Source: an optimization exercise on an open RTL-to-GDS flow (aim: small area, a short achievable clock period and few clock cycles). Production flows keep margins and buffers that such runs may drop.
At most, simulation tests tie the RTL to the original design; equivalence was not proved.
With no activity given, the tool overestimates toggling in this design, so its power and IR-drop figures are unreliable.

==> inputs of trial 55 <==
Design geofence, start of the top module:
module geofence (clk, reset, X, Y, valid, is_inside);
input clk;
input reset;
input [9:0] X;
input [9:0] Y;
output reg valid;
output reg is_inside;
reg [3:0] ph;
reg [9:0] rx, ry;                  
reg vxs, vys;                      
reg [9:0] vxm, vym;                
reg [11:0] v3xm, v3ym;             
reg axs, ays, bxs, bys;            
reg [9:0] axm, aym, bxm, bym;
reg deg;                           
reg ins;                           
wire [10:0] dx = {1'b0, X} - {1'b0, rx};
wire [10:0] dy = {1'b0, Y} - {1'b0, ry};
wire [9:0] dxm = (dx[9:0] ^ {10{dx[10]}}) + {9'd0, dx[10]};
wire [9:0] dym = (dy[9:0] ^ {10{dy[10]}}) + {9'd0, dy[10]};
wire [11:0] d3xm = {2'b00, dxm} + {1'b0, dxm, 1'b0};
wire [11:0] d3ym = {2'b00, dym} + {1'b0, dym, 1'b0};
wire vxz = ~|vxm;
wire vyz = ~|vym;
wire vz = vxz & vyz;               
wire a1 = axs ^ vys, a2 = ays ^ vxs;
wire b1 = bxs ^ vys, b2 = bys ^ vxs;
wire az = (~|axm | vyz) & (~|aym | vxz);
wire bz = (~|bxm | vyz) & (~|bym | vxz);
wire ca = ~a1;
wire [9:0] ua_1 = ~vym;
wire [11:0] ua_2 = ~v3ym;
wire ua_3, ua_4, ua_5;
geofence_dec dua_3 (.a0(axm[0]), .a1(axm[1]), .s1(ua_3), .s2(ua_4), .s3(ua_5));
wire ua_6 = ~((ua_3 & ua_1[0]) | ua_4 | (ua_5 & ua_2[0]));
wire ua_7;
geofence_sel3 gua_7 (.s1(ua_3), .a(ua_1[1]), .s2(ua_4), .b(ua_1[0]), .s3(ua_5), .c(ua_2[1]), .y(ua_7));
wire ua_8;
geofence_sel3 gua_8 (.s1(ua_3), .a(ua_1[2]), .s2(ua_4), .b(ua_1[1]), .s3(ua_5), .c(ua_2[2]), .y(ua_8));
wire ua_9;
geofence_sel3 gua_9 (.s1(ua_3), .a(ua_1[3]), .s2(ua_4), .b(ua_1[2]), .s3(ua_5), .c(ua_2[3]), .y(ua_9));
wire ua_10;
geofence_sel3 gua_10 (.s1(ua_3), .a(ua_1[4]), .s2(ua_4), .b(ua_1[3]), .s3(ua_5), .c(ua_2[4]), .y(ua_10));
wire ua_11;
geofence_sel3 gua_11 (.s1(ua_3), .a(ua_1[5]), .s2(ua_4), .b(ua_1[4]), .s3(ua_5), .c(ua_2[5]), .y(ua_11));
wire ua_12;
geofence_sel3 gua_12 (.s1(ua_3), .a(ua_1[6]), .s2(ua_4), .b(ua_1[5]), .s3(ua_5), .c(ua_2[6]), .y(ua_12));
wire ua_13;
geofence_sel3 gua_13 (.s1(ua_3), .a(ua_1[7]), .s2(ua_4), .b(ua_1[6]), .s3(ua_5), .c(ua_2[7]), .y(ua_13));
wire ua_14;
geofence_sel3 gua_14 (.s1(ua_3), .a(ua_1[8]), .s2(ua_4), .b(ua_1[7]), .s3(ua_5), .c(ua_2[8]), .y(ua_14));
wire ua_15;
  ...
==> flow/config.mk <==
export PLATFORM = sky130hd
export DESIGN_NAME = geofence
export DESIGN_NICKNAME = geofence
export VERILOG_FILES = /design/flow/design.v
export SDC_FILE = /design/flow/constraint.sdc
export NUM_CORES = 4
export LEC_CHECK = 0
export CAP_MARGIN = 20
export CORE_MARGIN = 2
export CORE_UTILIZATION = 40
export SETUP_SLACK_MARGIN = 5
export SLEW_MARGIN = 20
export SYNTH_HIERARCHICAL = 1
export SYNTH_MINIMUM_KEEP_SIZE = 0
==> flow/constraint.sdc <==
create_clock -name core_clock -period 10.0 [get_ports {clk}]
set_input_delay 2.0000 -clock core_clock [delete_from_list [all_inputs] [get_ports {clk}]]
set_output_delay 2.0000 -clock core_clock [all_outputs]
set_load 0.01 [all_outputs]
run.sh (not shown) runs the stock make flow with config.mk's settings and CLKGATE_MAP_FILE= SYNTH_SCRIPT=/design/flow/synth_recipe.tcl, a recipe that flattens the netlist after the stock synthesis.
==> trial 34: changes against trial 55 <==
- CORE_UTILIZATION: 40 -> 60
==> run summary <==
metric                                                               trial 34      trial 55
Outcome                                              timing/DRC/antenna clean  timing/DRC/antenna clean
Capture instance of the worst register-to-register path                   axs        aym[9]
Share of total power in combinational logic                             91.2%         91.1%
Met2 Routed Length                                                    20.0 mm       19.5 mm
Area added between synthesis and finish                                 23.2%         24.8%
Die Height                                                        153 microns   186 microns
Flop+latch power                                                      1.46 mW       1.41 mW
Core area                                                        21,800 sq um  32,600 sq um
First-iteration detailed-routing DRC count                              3,041         2,507
CP Data Arrival Time                                                  6310 ps       6190 ps
Switching Power                                                       12.2 mW       11.6 mW
Met2 Usage GRT                                                          59.1%         38.3%
Last weighted congestion value of the routability-driven placer         0.951         0.909
Hold_ws                                                                487 ps        488 ps
DP Area                                                          14,200 sq um  14,400 sq um
Multi-input gate area in the final layout                        10,600 sq um  10,500 sq um
Place WS                                                              2880 ps       2900 ps
Number of gates resized after cts                                         128           132
Vias per cell                                                            7.47          6.55
Function was not checked in any run of this note: the RTL went through the layout flow alone.

---

==> run K: inputs <==
==> flow/design.v <==
module geofence ( clk,reset,X,Y,valid,is_inside);
input clk;
input reset;
input [9:0] X;
input [9:0] Y;
output reg valid;
output reg is_inside;
reg [2:0] cnt, base, now;
reg [9:0] x [5:0];
reg [9:0] y [5:0];
reg [9:0] xx,yy;
reg [3:0] state;
reg signed [20:0] cross_p;
reg signed [10:0] mul1, mul2, sub1, sub2;
wire signed [20:0] multiply; 
assign multiply = mul1 * mul2;
wire signed [10:0] substract; 
assign substract = sub1 - sub2;
always @(posedge clk or posedge reset) begin
    if(reset) begin
        valid <= 0;
        is_inside <= 0;
        cnt <= 0;
        state <= 0;
		mul1 <= 0;
		mul2 <= 0;
    end
    else begin
        case(state)
            4'd0: begin
				cnt <= 0;
                valid <= 0;
                xx <= X;
                yy <= Y;
                state <= 1;
            end
            4'd1: begin                
                x[cnt] <= X;
                y[cnt] <= Y;                
                if(cnt == 3'd5) begin
                    state <= 2;
                    base <= 5;
                    now <= 0;
                    cnt <= 0;
                end
                else begin
                    cnt <= cnt + 1;
                end
            end
            4'd2: begin
                sub1 <= x[now];
                sub2 <= x[0];
                state <= 3;
            end
            4'd3: begin
                sub1 <= y[now+1];
                sub2 <= y[0];
                mul1 <= substract;
                state <= 4;
            end
            4'd4: begin
                sub1 <= x[now+1];
                sub2 <= x[0];
                mul2 <= substract;
                state <= 5;
            end
            4'd5: begin
                cross_p <= multiply;
                sub1 <= y[now];
                sub2 <= y[0];
                mul1 <= substract;
                state <= 6;
            end
            4'd6: begin
                mul2 <= substract;
                state <= 7;
            end
            4'd7: begin
                if(cross_p > multiply) begin  
                    x[now+1] <= x[now];
                    y[now+1] <= y[now];
                    x[now] <= x[now+1];                             
                    y[now] <= y[now+1];                    
                end                  
                if(now + 1 == base) begin                                                
                    if(base == 1) begin
                        state <= 8;
                        is_inside <= 1;
                    end
                    else begin
                        base <= base - 1;
                        now <= 0;
                        state <= 4'd2;
                    end
                end
                else begin
                    now <= now + 1;
                    state <= 4'd2;
                end
            end
            4'd8: begin
                sub1 <= x[cnt];
                sub2 <= xx;
                state <= 9;
            end
            4'd9: begin
                if(cnt == 5)
                    sub1 <= y[0];
                else
                    sub1 <= y[cnt+1];
                sub2 <= y[cnt];
                mul1 <= substract;
                state <= 10;
            end
            4'd10: begin
                if(cnt == 5)
                    sub1 <= x[0];
                else
                    sub1 <= x[cnt+1];
                sub2 <= x[cnt];
                mul2 <= substract;
                state <= 11;
            end
            4'd11: begin
                cross_p <= multiply;
                sub1 <= y[cnt];
                sub2 <= yy;
                mul1 <= substract;
                state <= 12;
            end
            4'd12: begin
                mul2 <= substract;
                state <= 13;
            end
            4'd13: begin
                if(cross_p > multiply) begin
                    is_inside <= 0;
                    state <= 14;
                end
                else begin
                    if(cnt == 5) begin
                        state <= 14;
                    end
                    else begin
                        state <= 4'd8;
                        cnt <= cnt + 1;
                    end
                end                
            end
            4'd14: begin
                valid <= 1;
                state <= 15;
            end
			4'd15: begin
				valid <= 0;
				state <= 4'd0;
			end
        endcase
    end
end
endmodule
==> flow/run.sh <==
#!/bin/bash
# synth_recipe.tcl (not shown) runs the flow's synth.tcl, then flattens the netlist and writes it again
# the make line also repeats each setting of config.mk as NAME=value (left out here)
make -C /OpenROAD-flow-scripts/flow DESIGN_CONFIG=/design/flow/config.mk WORK_HOME=/design/flow/orfs CLKGATE_MAP_FILE= SYNTH_SCRIPT=/design/flow/synth_recipe.tcl finish
==> flow/config.mk <==
export PLATFORM = sky130hd
export DESIGN_NAME = geofence
export DESIGN_NICKNAME = geofence
export VERILOG_FILES = /design/flow/design.v
export SDC_FILE = /design/flow/constraint.sdc
export NUM_CORES = 4
export LEC_CHECK = 0
export CAP_MARGIN = 20
export CORE_MARGIN = 2
export CORE_UTILIZATION = 40
export SLEW_MARGIN = 20
==> flow/constraint.sdc <==
create_clock -name core_clock -period 10.0 [get_ports {clk}]
set_input_delay 2.0000 -clock core_clock [delete_from_list [all_inputs] [get_ports {clk}]]
set_output_delay 2.0000 -clock core_clock [all_outputs]
set_load 0.01 [all_outputs]
==> inputs of run Z, as changes to run K <==
==> flow/design.v (replaced) <==
module geofence (clk, reset, X, Y, valid, is_inside);
input clk;
input reset;
input [9:0] X;
input [9:0] Y;
output reg valid;
output reg is_inside;
reg [3:0] ph;
reg [9:0] rx, ry;                  
reg signed [10:0] vx, vy;          
reg vz;                            
reg signed [10:0] ax, ay, bx, by;  
reg ins;                           
wire signed [21:0] pa1 = ax * vy;
wire signed [21:0] pa2 = ay * vx;
wire signed [21:0] pb1 = bx * vy;
wire signed [21:0] pb2 = by * vx;
wire a_neg  = pa1 < pa2;
wire a_zero = pa1 == pa2;
wire b_pos  = pb1 > pb2;
wire b_zero = pb1 == pb2;
wire opp_a = (ax[10] ^ vx[10]) | (ay[10] ^ vy[10]);
wire opp_b = (bx[10] ^ vx[10]) | (by[10] ^ vy[10]);
wire hit = vz | (a_zero & opp_a) | (b_zero & opp_b) | (a_neg & b_pos);
wire new_a = a_neg & ~b_pos;
wire new_b = ~a_neg & b_pos;
wire first = (ph == 4'd2);
wire ins_nx = first ? vz : (ins | hit);
always @(posedge clk or posedge reset) begin
    if (reset) begin
        ph <= 4'd0;
        valid <= 1'b0;
    end else begin
        valid <= (ph == 4'd7);
        ph <= (ph == 4'd8) ? 4'd0 : ph + 4'd1;
    end
end
always @(posedge clk) begin
    if (ph == 4'd0) begin
        rx <= X;
        ry <= Y;
    end
    vx <= $signed({1'b0, X}) - $signed({1'b0, rx});
    vy <= $signed({1'b0, Y}) - $signed({1'b0, ry});
    vz <= (X == rx) & (Y == ry);
    if (first | new_a) begin
        ax <= vx;
        ay <= vy;
    end
    if (first | new_b) begin
        bx <= vx;
        by <= vy;
    end
    ins <= ins_nx;
    if (ph == 4'd7)
        is_inside <= ins_nx;
end
endmodule
==> run summary <==
| item | run Z | run K |
|---|---|---|
| Net Sw Power | 35.0 mW | 10.8 mW |
| Vias in the first global route | 17,800 | 16,400 |
| CP Buf/Inv Count | 3 | 4 |
| CP Data Required Time | 9960 ps | 10,240 ps |
| Beginning of the worst register-to-register path | vx[10]$_DFF_P_ | mul2[3]$_DFFE_PP0P_ |
| Number of standard cells after synthesis | 2,576 | 2,038 |
| Layout area overhead | 5.65% | 9.57% |
| Insertion delay to the later sink of the worst-skew pair | 350 ps | 610 ps |
| Total wire length after detailed routing | 53.3 mm | 63.1 mm |
| Power consumed by combinational cells | 58.9 mW | 16.8 mW |
| Stages on worst setup path | 23 | 25 |
| Top cell type by total area after synthesis | sky130_fd_sc_hd__fa_1 | sky130_fd_sc_hd__edfxtp_1 |
| Area share of and/or/nand/nor cells after synthesis | 13.7% | 12.2% |
| Worst-case reg-to-reg path depth | 23 | 25 |
| Cell total after placement | 3,299 | 2,558 |
| Clock-pin slew on the worst setup and hold paths | 70 ps | 60 ps |
| Routability-driven placement congestion ratio | 0.876 | 0.949 |
| Proportion of cell area occupied by multi-input gates | 73.3% | 54.2% |
| Starting DRC count in detailed routing | 764 | 3,063 |
| Post-route worst setup slack | 932 ps | 2160 ps |
| Average via count per standard cell | 4.86 | 6.38 |
| Post-synth EDFFs | 65 | 187 |
| Outcome | timing/DRC/antenna clean | timing/DRC/antenna clean |
| Reported sequential group power | 1.48 mW | 2.38 mW |
| Routed wirelength normalized by instance count | 16.1 um | 24.2 um |
| Worst setup startpoint | vx[10]$_DFF_P_ | mul2[3]$_DFFE_PP0P_ |
| Number of buffers inserted during clock tree synthesis | 9 | 28 |
Function was not checked in any run of this note: the RTL went through the layout flow alone.

---

==> inputs of build 57 <==
geofence, a different RTL version from the one above (not shown whole).
clock: 10.0 ns
lec_check: 0
cap_margin: 20
core_margin: 2
core_utilization: 40
setup_slack_margin: 4
slew_margin: 20
synth_hierarchical: 1
synth_minimum_keep_size: 0
==> inputs of trial 26, as changes to build 57 <==
Settings changed: SETUP_SLACK_MARGIN 4 to 5.
==> inputs of trial 45, as changes to build 57 <==
--- a/flow/design.v
+++ b/flow/design.v
@@ -636,14 +636,91 @@
 wire n564, n565;
 geofence_fa fn564 (.a(n492), .b(n525), .c(n526), .s(n564), .co(n565));
 wire n566, n567;
 geofence_fa fn566 (.a(n493), .b(n527), .c(n528), .s(n566), .co(n567));
 wire [20:0] ra = {1'b1, n529, n565, n563, n561, n559, n557, n555, n553, n551, n549, n547, n545, n543, n541, n539, n537, n535, n533, n531, n3};
 wire [20:0] rb = {1'b0, n567, n566, n564, n562, n560, n558, n556, n554, n552, n550, n548, n546, n544, n542, n540, n538, n536, n534, n532, n530};
-wire [20:0] sum = ra + rb;
-assign neg = sum[20];
+wire n568 = ra[0] & rb[0];
+wire n569 = ra[0] | rb[0];
+wire n570 = ra[1] & rb[1];
+wire n571 = ra[1] | rb[1];
+wire n572 = ra[2] & rb[2];
+wire n573 = ra[2] | rb[2];
+wire n574 = ra[3] & rb[3];
+wire n575 = ra[3] | rb[3];
+wire n576 = ra[4] & rb[4];
+wire n577 = ra[4] | rb[4];
+wire n578 = ra[5] & rb[5];
+wire n579 = ra[5] | rb[5];
+wire n580 = ra[6] & rb[6];
+wire n581 = ra[6] | rb[6];
+wire n582 = ra[7] & rb[7];
+wire n583 = ra[7] | rb[7];
+wire n584 = ra[8] & rb[8];
+wire n585 = ra[8] | rb[8];
+wire n586 = ra[9] & rb[9];
+wire n587 = ra[9] | rb[9];
+wire n588 = ra[10] & rb[10];
+wire n589 = ra[10] | rb[10];
+wire n590 = ra[11] & rb[11];
+wire n591 = ra[11] | rb[11];
+wire n592 = ra[12] & rb[12];
+wire n593 = ra[12] | rb[12];
+wire n594 = ra[13] & rb[13];
+wire n595 = ra[13] | rb[13];
+wire n596 = ra[14] & rb[14];
+wire n597 = ra[14] | rb[14];
+wire n598 = ra[15] & rb[15];
+wire n599 = ra[15] | rb[15];
+wire n600 = ra[16] & rb[16];
+wire n601 = ra[16] | rb[16];
+wire n602 = ra[17] & rb[17];
+wire n603 = ra[17] | rb[17];
+wire n604 = ra[18] & rb[18];
+wire n605 = ra[18] | rb[18];
+wire n606 = ra[19] & rb[19];
+wire n607 = ra[19] | rb[19];
+wire n608 = n570 | (n571 & n568);
+wire n609 = n571 & n569;
+wire n610 = n574 | (n575 & n572);
+wire n611 = n575 & n573;
+wire n612 = n578 | (n579 & n576);
+wire n613 = n579 & n577;
+wire n614 = n582 | (n583 & n580);
+wire n615 = n583 & n581;
+wire n616 = n586 | (n587 & n584);
+wire n617 = n587 & n585;
+wire n618 = n590 | (n591 & n588);
+wire n619 = n591 & n589;
+wire n620 = n594 | (n595 & n592);
+wire n621 = n595 & n593;
+wire n622 = n598 | (n599 & n596);
+wire n623 = n599 & n597;
+wire n624 = n602 | (n603 & n600);
+wire n625 = n603 & n601;
+wire n626 = n606 | (n607 & n604);
+wire n627 = n607 & n605;
+wire n628 = n610 | (n611 & n608);
+wire n629 = n611 & n609;
+wire n630 = n614 | (n615 & n612);
+wire n631 = n615 & n613;
+wire n632 = n618 | (n619 & n616);
+wire n633 = n619 & n617;
+wire n634 = n622 | (n623 & n620);
+wire n635 = n623 & n621;
+wire n636 = n626 | (n627 & n624);
+wire n637 = n627 & n625;
+wire n638 = n630 | (n631 & n628);
+wire n639 = n631 & n629;
+wire n640 = n634 | (n635 & n632);
+wire n641 = n635 & n633;
+wire n642 = n640 | (n641 & n638);
+wire n643 = n641 & n639;
+wire n644 = n636 | (n637 & n642);
+wire n645 = n637 & n643;
+assign neg = ra[20] ^ rb[20] ^ n644;
 endmodule
 module geofence_fa (a, b, c, s, co);
 input a, b, c;
 output s, co;
 assign s = a ^ b ^ c;
 assign co = (a & b) | (a & c) | (b & c);
Settings changed: SETUP_SLACK_MARGIN 4 to 5.
==> run summary <==
Of build 57 and trial 45, trial 45 has the higher critical path depth (gap 1).
The lowest core utilization belongs to build 57, the highest to trial 26.
Via count, highest first: trial 45, build 57, trial 26.
The lowest worst setup slack belongs to build 57, the highest to trial 45.
The lowest fmax belongs to build 57, the highest to trial 45.
Total power, lowest first: trial 26, trial 45, build 57.
Against trial 26, the design area of trial 45 is lower by about 2.5%.
Trial 45 completed without violations. Build 57 produced a clean layout. Trial 26 completed with no timing, DRC or antenna violations.
==> figures <==
Power consumed by the clock network: trial 45 0.348 mW; build 57 0.330 mW; trial 26 0.312 mW
Total met3 wirelength after detailed routing: trial 45 3.39 mm; build 57 2.77 mm; trial 26 2.58 mm
Met3 Resource Use GR: trial 45 0.0312; build 57 0.0404; trial 26 0.0288
Levels on crit path: trial 45 20; build 57 19; trial 26 20
Share of the synthesized area in the top cell type: trial 45 0.457; build 57 0.449; trial 26 0.449
Net switching power: trial 45 15.0 mW; build 57 14.9 mW; trial 26 14.4 mW
Xor and xnor area share after synthesis: trial 45 0.0290; build 57 0.0285; trial 26 0.0285
Share of the cycle needed by the critical path after routing: trial 45 0.580; build 57 0.599; trial 26 0.589
Clk latency of the worst-skew pair: trial 45 0.34 ns; build 57 0.35 ns; trial 26 0.34 ns
Transition at the pin with the smallest max-transition slack: trial 45 0.851 ns; build 57 0.788 ns; trial 26 0.840 ns
Count of non-filler cells in the finished layout: trial 45 1,907; build 57 1,917; trial 26 1,922
Via count of the first global-routing pass: trial 45 11,822; build 57 11,658; trial 26 11,698
Height of the die: trial 45 194 microns; build 57 195 microns; trial 26 195 microns
Mean area per synthesized cell: trial 45 10.9 sq um; build 57 11.1 sq um; trial 26 11.1 sq um
Worst vdd rail ir drop: trial 45 1650 uV; build 57 2690 uV; trial 26 2410 uV
Run status: trial 45 complete, no violations; build 57 complete, no violations; trial 26 complete, no violations
Testbench counts of build 57, summed over its fixed seeds: cycles 21,600.
Testbench counts of trial 26, summed over its fixed seeds: cycles 21,600.
Function not checked in trial 45: the RTL went through the layout flow alone.

[re-timing with driven ports]
The flow's constraints put no driver on any port. The routed layouts listed below were extracted and timed again, unchanged, in two steps. Step 1: set_driving_cell puts a clkbuf_16 on clk and a buf_2 on each other input, an assumption about the parent block. Step 2 moves the port delays by t, midway between the first and last clock arrival at a register: inputs arrive t later, outputs are due t later. That takes back most of the time a late clock gives input paths. Slacks: ideal ports / drivers / drivers and shift; pairs: ideal ports / drivers.
run | t, ns | setup WS [ns] | hold slack, ns | cell pins on the clock port's net
trial 55 | 0.458 | 3.994 / 3.994 / 3.848 | 0.488 / 0.488 / 0.488 | 1
trial 34 | 0.456 | 3.875 / 3.875 / 3.672 | 0.487 / 0.487 / 0.487 | 1
run K | 0.631 | 2.160 / 2.160 / 2.160 | 0.494 / 0.494 / 0.494 | 1
run Z | 0.387 | 0.932 / 0.932 / 0.932 | 0.495 / 0.495 / 0.495 | 1
build 57 | 0.384 | 4.009 / 4.009 / 4.009 | 0.495 / 0.495 / 0.495 | 1
trial 26 | 0.376 | 4.107 / 4.107 / 4.107 | 0.469 / 0.469 / 0.469 | 1
trial 45 | 0.369 | 4.198 / 4.198 / 4.198 | 0.467 / 0.467 / 0.467 | 1
After both steps every run listed still meets setup and hold. The setup slack of trial 34, which loses most, moves by 0.000 ns with the drivers and by -0.203 ns with both steps.
